Background: an optimization exercise with open tools, aiming at small area. Do not read the settings as production practice.
Function was checked by simulation only, so behaviour that the tests miss may differ from the original.

==> flow/design.v <==
module AudioADC
(
input rst,  
input AUD_BCLK,  
input AUD_ADCLRCK,  
input AUD_ADCDAT,  
output reg done,
output reg [31:0]digital_signal_out
);
parameter START = 3'd0, RECIEVE = 3'd1, DONE = 3'd2, ERROR = 3'd3;
reg [2:0]S, NS;
reg [4:0]bits_left;
reg [31:0]temp_data;
always @(posedge AUD_BCLK or negedge rst)
begin
	if(rst == 1'b0)
		S <= START;
	else
		S <= NS;
end
always @ (posedge AUD_BCLK or negedge rst)
begin
	if(rst == 0)
	begin
		done <= 1'b0;
		bits_left <= 5'd31;
		digital_signal_out <= 31'd0;
	end
	else		
		case(S)
			START: 
			begin
				done <= 1'b0;
				bits_left <= 5'd31;
			end
			RECIEVE:
			begin
				bits_left <= bits_left - 5'd1;
				temp_data[bits_left] <= AUD_ADCDAT;
			end	
			DONE:
			begin
				done <= 1'b1;
				bits_left <= 5'd31;			
				digital_signal_out <= temp_data;
			end	
		endcase
end
always @ (*)
begin
	case (S)
		START:
		begin
			if(AUD_ADCLRCK == 1'd1)
				NS = RECIEVE;
			else
				NS = START;
		end
		RECIEVE:
		begin
			if(bits_left == 5'd0)
				NS = DONE;
			else
				NS = RECIEVE;
		end
		DONE: NS = START;
		ERROR: NS = ERROR;
		default: NS = ERROR;
	endcase
end
endmodule
module AudioDAC
(
input rst,
input AUD_BCLK,  
input AUD_DACLRCK,  
input [31:0]digital_signal_in,
output reg done,
output reg AUD_DACDAT  
);
parameter START = 3'd0, SEND = 3'd1, DONE = 3'd2, ERROR = 3'd3;
reg [2:0]S, NS;
reg [4:0]bits_left;
reg [31:0]temp_data;
always @(posedge AUD_BCLK or negedge rst)
begin
	if(rst == 1'b0)
		S <= START;
	else
		S <= NS;
end
always @ (posedge AUD_BCLK or negedge rst)
begin
	if(rst == 0)
		begin
			done <= 1'b0;
			bits_left <= 5'd31;
			temp_data <= 32'd0;
		end
	else
		case(S)
			START:
			begin
				done <= 1'b0;
				bits_left <= 5'd31;
				temp_data <= digital_signal_in;
			end
			SEND: bits_left <= bits_left - 5'd1;
			DONE:
			begin
				done <= 1'b1;				
				bits_left <= 5'd31;
			end
		endcase
end
always @ (*)
begin
	AUD_DACDAT = temp_data[bits_left];
	case (S)
		START:
		begin
			if(AUD_DACLRCK == 1)
				NS = SEND;
			else
				NS = START;	
		end
		SEND:
		begin
			if(bits_left == 5'd0)
				NS = DONE;
			else
				NS = SEND;
		end
		DONE: NS = START;
		ERROR: NS = ERROR;
		default: NS = ERROR;
	endcase
end
endmodule
module LowPassFilter
(
input rst,
input AUDIO_CLK, 
input AUD_DACLRCK, 
input [31:0]currentADCData,
output reg [31:0]lowPassFilterOutput
);
reg [31:0]lastAudioIn;
reg [31:0]lastOutput;
wire signed [31:0]leftAudio = {{16{currentADCData[31]}}, currentADCData[31:16]};
wire signed [31:0]leftLastOutput = {{16{lastOutput[31]}}, lastOutput[31:16]};
reg signed [31:0]leftResult;
wire signed [31:0]rightAudio = { {16{currentADCData[15]}}, currentADCData[15:0]};
wire signed [31:0]rightLastOutput = {{16{lastOutput[15]}}, lastOutput[15:0]};
reg signed [31:0]rightResult;
always @ (*)
begin
	leftResult = (($signed(32'd16) * $signed(leftAudio)) / $signed(32'd141)) + (($signed(32'd125) * $signed(leftLastOutput)) / $signed(32'd141));
	rightResult = (($signed(32'd16) * $signed(rightAudio)) / $signed(32'd141)) + (($signed(32'd125) * $signed(rightLastOutput)) / $signed(32'd141));
	lowPassFilterOutput[31:16] = leftResult[15:0];
	lowPassFilterOutput[15:0] =  rightResult[15:0];
end
always @ (posedge AUDIO_CLK or negedge rst)
begin	
	if(rst == 0)
		lastOutput <= 32'd0;
	else 
		if(AUD_DACLRCK == 1'b1)
			lastOutput <= lowPassFilterOutput;
end
endmodule
module HighPassFilter
(
input rst,
input AUDIO_CLK, 
input AUD_DACLRCK,  
input [31:0]currentADCData,
output reg [31:0]highPassFilterOutput
);
reg [31:0]lastAudioIn;
reg [31:0]lastOutput;
wire signed [31:0]leftAudio = {{16{currentADCData[31]}}, currentADCData[31:16]};
wire signed [31:0]leftLastOutput = {{16{lastOutput[31]}}, lastOutput[31:16]};
wire signed [31:0]leftLastInput = { {16{lastAudioIn[31]}}, lastAudioIn[31:16]};
reg signed [31:0]leftResult;
wire signed [31:0]rightAudio = {{16{currentADCData[15]}}, currentADCData[15:0]};
wire signed [31:0]rightLastOutput = {{16{lastOutput[15]}}, lastOutput[15:0]};
wire signed [31:0]rightLastInput = {{16{lastAudioIn[15]}}, lastAudioIn[15:0]};
reg signed [31:0]rightResult;
always @ (*)
begin
	leftResult = (($signed(32'd16) * ($signed(leftLastOutput) + $signed(leftAudio) - $signed(leftLastInput))) / $signed(32'd141));
	rightResult = (($signed(32'd16) * ($signed(rightLastOutput) + $signed(rightAudio) - $signed(rightLastInput))) / $signed(32'd141));
	highPassFilterOutput[31:16] = leftResult[15:0];
	highPassFilterOutput[15:0] =  rightResult[15:0];
end
always @ (posedge AUDIO_CLK or negedge rst)
begin	
	if(rst == 0)
	begin
		lastOutput <= 32'd0;
		lastAudioIn <= 32'd0;
	end
	else 
		if(AUD_DACLRCK == 1'b1)
		begin
			lastOutput <= highPassFilterOutput;
			lastAudioIn <= currentADCData;
		end
end
endmodule
module EchoFilter
(
input rst,
input AUDIO_CLK, 
input AUD_DACLRCK, 
input [31:0]currentADCData,
output reg [31:0]echoFilterOutput
);
reg [31:0]lastAudioIn;
wire signed [31:0]leftAudio = {{16{currentADCData[31]}}, currentADCData[31:16]};
wire signed [31:0]leftLastInput = {{16{lastAudioIn[31]}}, lastAudioIn[31:16]};
reg signed [31:0]leftResult;
wire signed [31:0]rightAudio = {{16{currentADCData[15]}}, currentADCData[15:0]};
wire signed [31:0]rightLastInput = {{16{lastAudioIn[15]}}, lastAudioIn[15:0]};
reg signed [31:0]rightResult;
always @ (*)
begin
	leftResult = (($signed(32'd3) * $signed(leftLastInput)) / $signed(32'd4)) + $signed(leftAudio) ;
	rightResult = (($signed(32'd3) * $signed(rightLastInput)) / $signed(32'd4)) + $signed(rightAudio);
	echoFilterOutput[31:16] = leftResult[15:0];
	echoFilterOutput[15:0] =  rightResult[15:0];
end
always @ (posedge AUDIO_CLK or negedge rst)
begin	
	if(rst == 0)
		lastAudioIn <= 32'd0;
	else 
		if(AUD_DACLRCK == 1'b1)
			lastAudioIn <= currentADCData;
end
endmodule
module audio_core
(
	input AUD_BCLK,
	input rst,
	input [2:0]SW,
	input AUD_ADCLRCK,
	input AUD_ADCDAT,
	input AUD_DACLRCK,
	output AUD_DACDAT
);
wire DACDone;
wire ADCDone;
wire [31:0]currentADCData;
reg [31:0]currentDACData;
AudioDAC myDAC(
	rst,  
	AUD_BCLK,  
	AUD_DACLRCK,  
	currentDACData,  
	DACDone,  
	AUD_DACDAT  
);
AudioADC myADC(
	rst,  
	AUD_BCLK,  
	AUD_ADCLRCK,  
	AUD_ADCDAT,  
	ADCDone,  
	currentADCData  
);
wire [31:0]lowPassFilterOutput;
LowPassFilter lowpass(rst, AUD_BCLK, AUD_DACLRCK, currentADCData, lowPassFilterOutput);
wire [31:0]highPassFilterOutput;
HighPassFilter highpass(rst, AUD_BCLK, AUD_DACLRCK, currentADCData, highPassFilterOutput);
wire [31:0]echoFilterOutput;
EchoFilter echo(rst, AUD_BCLK, AUD_DACLRCK, currentADCData, echoFilterOutput);
always @(*)
begin
	case({SW[2], SW[1], SW[0]})
		3'b001: currentDACData = lowPassFilterOutput; 
		3'b010: currentDACData = highPassFilterOutput; 
		3'b100: currentDACData = echoFilterOutput; 
		default: currentDACData = currentADCData;
	endcase
end
endmodule
==> flow/run.sh <==
#!/bin/bash
# synth_recipe.tcl (not shown) runs the flow's synth.tcl, then flattens the netlist and writes it again
# the make line also repeats each setting of config.mk as NAME=value (left out here)
make -C /OpenROAD-flow-scripts/flow DESIGN_CONFIG=/design/flow/config.mk WORK_HOME=/design/flow/orfs CLKGATE_MAP_FILE= SYNTH_SCRIPT=/design/flow/synth_recipe.tcl finish
==> flow/config.mk <==
export PLATFORM = sky130hd
export DESIGN_NAME = audio_core
export DESIGN_NICKNAME = audio_core
export VERILOG_FILES = /design/flow/design.v
export SDC_FILE = /design/flow/constraint.sdc
export NUM_CORES = 4
export LEC_CHECK = 0
export CAP_MARGIN = 20
export CORE_MARGIN = 2
export CORE_UTILIZATION = 40
export SLEW_MARGIN = 20
==> flow/constraint.sdc <==
create_clock -name core_clock -period 40.0 [get_ports {AUD_BCLK}]
set_input_delay 8.0000 -clock core_clock [delete_from_list [all_inputs] [get_ports {AUD_BCLK}]]
set_output_delay 8.0000 -clock core_clock [all_outputs]
set_load 0.01 [all_outputs]
==> run summary <==
-- metrics by stage --
stage | hold WS (ns) | worst slack, ns | cell area, um2
after CTS | 0.480 | 14.58 | 58100
after global placement | 0.458 | 14.97 | 57200
after detailed placement | 0.466 | 14.66 | 57200
after floorplan | 0.438 | 18.60 | 55800
final | 0.478 | 14.32 | 58100
after global routing | 0.497 | 12.43 | 58100
-- worst max-delay path by stage --
stage | cells past startpoint | to | slack, ns | startpoint
floorplan | 101 | myDAC.temp_data[15]$_DFFE_PN0P_ | 18.60 | lowpass.lastOutput[4]$_DFFE_PN0P_
global placement | 90 | myDAC.temp_data[31]$_DFFE_PN0P_ | 14.97 | lowpass.lastOutput[20]$_DFFE_PN0P_
detailed placement | 92 | myDAC.temp_data[15]$_DFFE_PN0P_ | 14.66 | lowpass.lastOutput[4]$_DFFE_PN0P_
CTS | 92 | myDAC.temp_data[15]$_DFFE_PN0P_ | 14.58 | lowpass.lastOutput[4]$_DFFE_PN0P_
global route | 90 | myDAC.temp_data[31]$_DFFE_PN0P_ | 12.43 | lowpass.lastOutput[28]$_DFFE_PN0P_
finish | 90 | myDAC.temp_data[31]$_DFFE_PN0P_ | 14.32 | lowpass.lastOutput[21]$_DFFE_PN0P_
-- kinds of logic after synthesis --
logic type	Yosys count
AND/OR/NAND/NOR	2501
AO/OA/AOI/OAI	2481
buffers and inverters	891
XOR/XNOR	658
adder cells (fa/ha/maj)	506
multiplexers	261
flip-flops	206
-- state kept, by name, indices dropped and copies added (netlist names), 5 cells and up --
register and cells:
highpass.lastAudioIn 32, highpass.lastOutput 32, lowpass.lastOutput 32, myADC.digital_signal_out 32, myADC.temp_data 32, myDAC.temp_data 32
myADC.bits_left 5, myDAC.bits_left 5
-- cells in the final DEF (no fill, tap or decap), types with 72 or more instances in the layout --
master	instances
xnor2_1	480
a211oi_1	86
mux2i_1	136
o21ai_0	463
dfrtp_1	164
nor3_1	184
nand2_1	695
inv_1	622
nand3_1	225
o211ai_1	109
nor2_1	589
fa_1	156
and3_1	72
and2_1	109
ha_1	331
o21a_1	82
a31oi_1	127
a21oi_1	504
o31ai_1	83
xor2_1	152
a21o_1	112
mux2_2	96
nand2b_1	81
-- routing by layer --
layer,part of all wire,vias to the layer above,wire length (um),GRT usage
li1,-,27300,-,-
met1,0.49,26300,77900,0.307
met2,0.46,1218,72300,0.355
met3,0.036,143,5670,0.0103
met4,0.012,8,1930,0.0309
met5,0.00034,-,54,0
-- worst register-to-register path: cells and delay by family (launching register included) --
kind | cells | cell delay, ns
flip-flops | 1 | 0.46
buffers and inverters | 5 | 0.38
AND/OR/NAND/NOR | 18 | 4.41
XOR/XNOR | 7 | 1.76
AO/OA/AOI/OAI | 49 | 13.87
multiplexers | 3 | 1.45
adder cells (fa/ha/maj) | 8 | 3.23
-- cell type report --
cell class | instances | share of cell area
Multi-Input combinational cell | 6407 | 0.805
Timing Repair Buffer | 54 | 0.00735
Inverter | 632 | 0.0411
Tap cell | 1876 | 0.0404
Clock inverter | 18 | 0.00403
Clock buffer | 24 | 0.00997
Sequential cell | 206 | 0.0917
==> summary.md <==
| Metric | Value |
|---|---|
| Die Span Y | `377 um` |
| Clock skew | `0.0176 ns` |
| CP Launch Type | `flop` |
| Reg area | `5330 um2` |
| Largest area contributor in the netlist | `xnor2_1` |
| Hold Vio Cnt, Final | `0` |
| CTS Buffer Depth | `3` |
| R2r setup slk | `14.32 ns` |
| Synth unique cells | `197` |
| Reg2reg path depth | `90` |
| Overflow after GRT | `0` |
| Via Count | `55000` |
| Top-count cell post-synth | `nand2_1` |
| Synth Area in Adders | `0.134` |
| Worst hold path depth | `2` |
| Largest family of logic cells by synthesized area | `compound AO/OA/AOI/OAI gates` |
| Synthesized cell area | `55800 um2` |
| Htree depth | `1` |
| Synth Area in XOR/XNOR | `0.107` |
| Worst min-delay path class | `flop to flop` |
| Clock insertion delay at the later pin of the skew report | `0.55 ns` |
| RSZ-0062 raised after global routing | `false` |
| Critical Setup Path Class | `flop to flop` |
| Crit. End Element | `flop` |
| Worst Path Required | `40.40 ns` |
| CP Buf/Inv Count | `5` |
| Final Cycle Share | `0.642` |
| Cts repair resizes | `0` |
| WHS Endpoint | `myDAC.temp_data[4]$_DFFE_PN0P_` |
| Synth Area in Compound Gates | `0.317` |
| Post-DR wirelength/cell | `17.1 um` |
| Vias in the first global route | `51100` |
| Hold Crit Start | `myDAC.temp_data[4]$_DFFE_PN0P_` |
| Reg-to-reg critical path endpoint | `myDAC.temp_data[31]$_DFFE_PN0P_` |
| Die width | `377 um` |
| Placed Cells | `9175` |
| First-pass GRT wire length | `261000 um` |
| Final setup vio count | `0` |
| Multi-input combinational cell area | `46800 um2` |
| WL final | `158000 um` |
| Max transition margin | `0.195` |
| HPWL after DPL | `127000 um` |
| PortBufs | `8` |
| Die ar. | `142000 um2` |
| Final core utilization | `0.418` |
| DR DRC count | `0` |
| Number of max-cap violations | `0` |
| Top cell type's share of synthesized area | `0.0757` |
| FFs w/ async S/R, synth | `0.845` |
| Fmax | `38.9 MHz` |
| Post-synth top cells | `nand2_1 (695), inv_1 (622), nor2_1 (590)` |
| FF-to-FF Start | `lowpass.lastOutput[21]$_DFFE_PN0P_` |
| Post-CTS Setup Bufs | `0` |
| Filler cells | `14300` |
| Site Rows | `137` |
| Placer Congestion | `0.891` |
| Initial Utilization | `0.401` |
| Antenna fix cells | `0` |
| EDFF count, synth | `32` |
| Sink Count | `206` |
| Nets | `7819` |
| Arrival @ worst endpoint | `26.09 ns` |
| Largest net degree at the start of global routing | `86` |
| Vias per Instance | `5.97` |
| Register bit count reported by yosys | `206` |
| Top cells by area, synth | `xnor2_1 (7.6%), ha_1 (7.4%), dfrtp_1 (7.4%), fa_1 (5.6%), nand2_1 (4.7%)` |
| CP top delay family | `compound AO/OA/AOI/OAI gates` |
| # IOs | `9` |
| Yosys Warn Count | `6` |
| Initial antenna violation count | `5` |
| Setup_tns | `0 ns` |
| ANT nets after route | `0` |
| CTS tree | `done` |
| Mean Syn Cell Area | `7.44 um2` |
| Initial drt markers | `4449` |
| Mapped Cells | `7504` |
| Synth Net Count | `7999` |
| Clock-pin slew on the worst setup and hold paths | `0.07 ns` |
| Core box area | `139000 um2` |
| Gr usage total | `0.213` |
| Sequential element share of the synthesized area | `0.0955` |
| Critical path peak fanout | `24` |
| CTS Buf Count | `23` |
| Outcome | `no timing/DRC/antenna violations` |
| Clk root buf | `clkbuf_16` |
| Top cell by count, worst path | `a21oi_1` |
| Layout cells sized above 1 | `0.0846` |
| Critical-path top delay cell | `o21ai_1` |
| Multiplexer area fraction after synthesis | `0.0532` |
| Slowest cell delay on critical path | `0.82 ns` |
| Worst Max-Slew Pin Slew | `1.18 ns` |
| Final min period | `25.68 ns` |
| Final Slew Violations | `0` |
| Post-Layout Cell Count | `9217` |
| Top FF cell, synth | `dfrtp_1` |
| Syn-to-layout area delta | `4.10%` |
| Simple-gate area share of the yosys netlist | `0.226` |
| CTS Hold Bufs | `0` |
| DRT Pass-1 Iters | `6` |

what the ideal ports hide:
In the flow no input, the clock included, has a driving cell. The finished layout below was timed again as built, in two steps.
Step 1, drivers: a clkbuf_16 drives AUD_BCLK and a buf_2 each remaining input, both assumed.
Step 2 also shifts input and output timing later by t, the mid clock arrival at the registers, as if the neighbouring blocks saw the same clock.
Three values: no drivers, after step 1, after step 2; two values: the first two.
t, ns: 0.598
setup slack, ns: 14.316 / 14.316 / 14.316
worst hold slack (ns): 0.478 / 0.478 / 0.478
worst setup path at the end: register to register
cell pins on the clock port's net: 1
After both steps setup and hold are still met in this run. For this run, drivers alone change the setup slack by 0.000 ns; drivers and shift together by 0.000 ns.
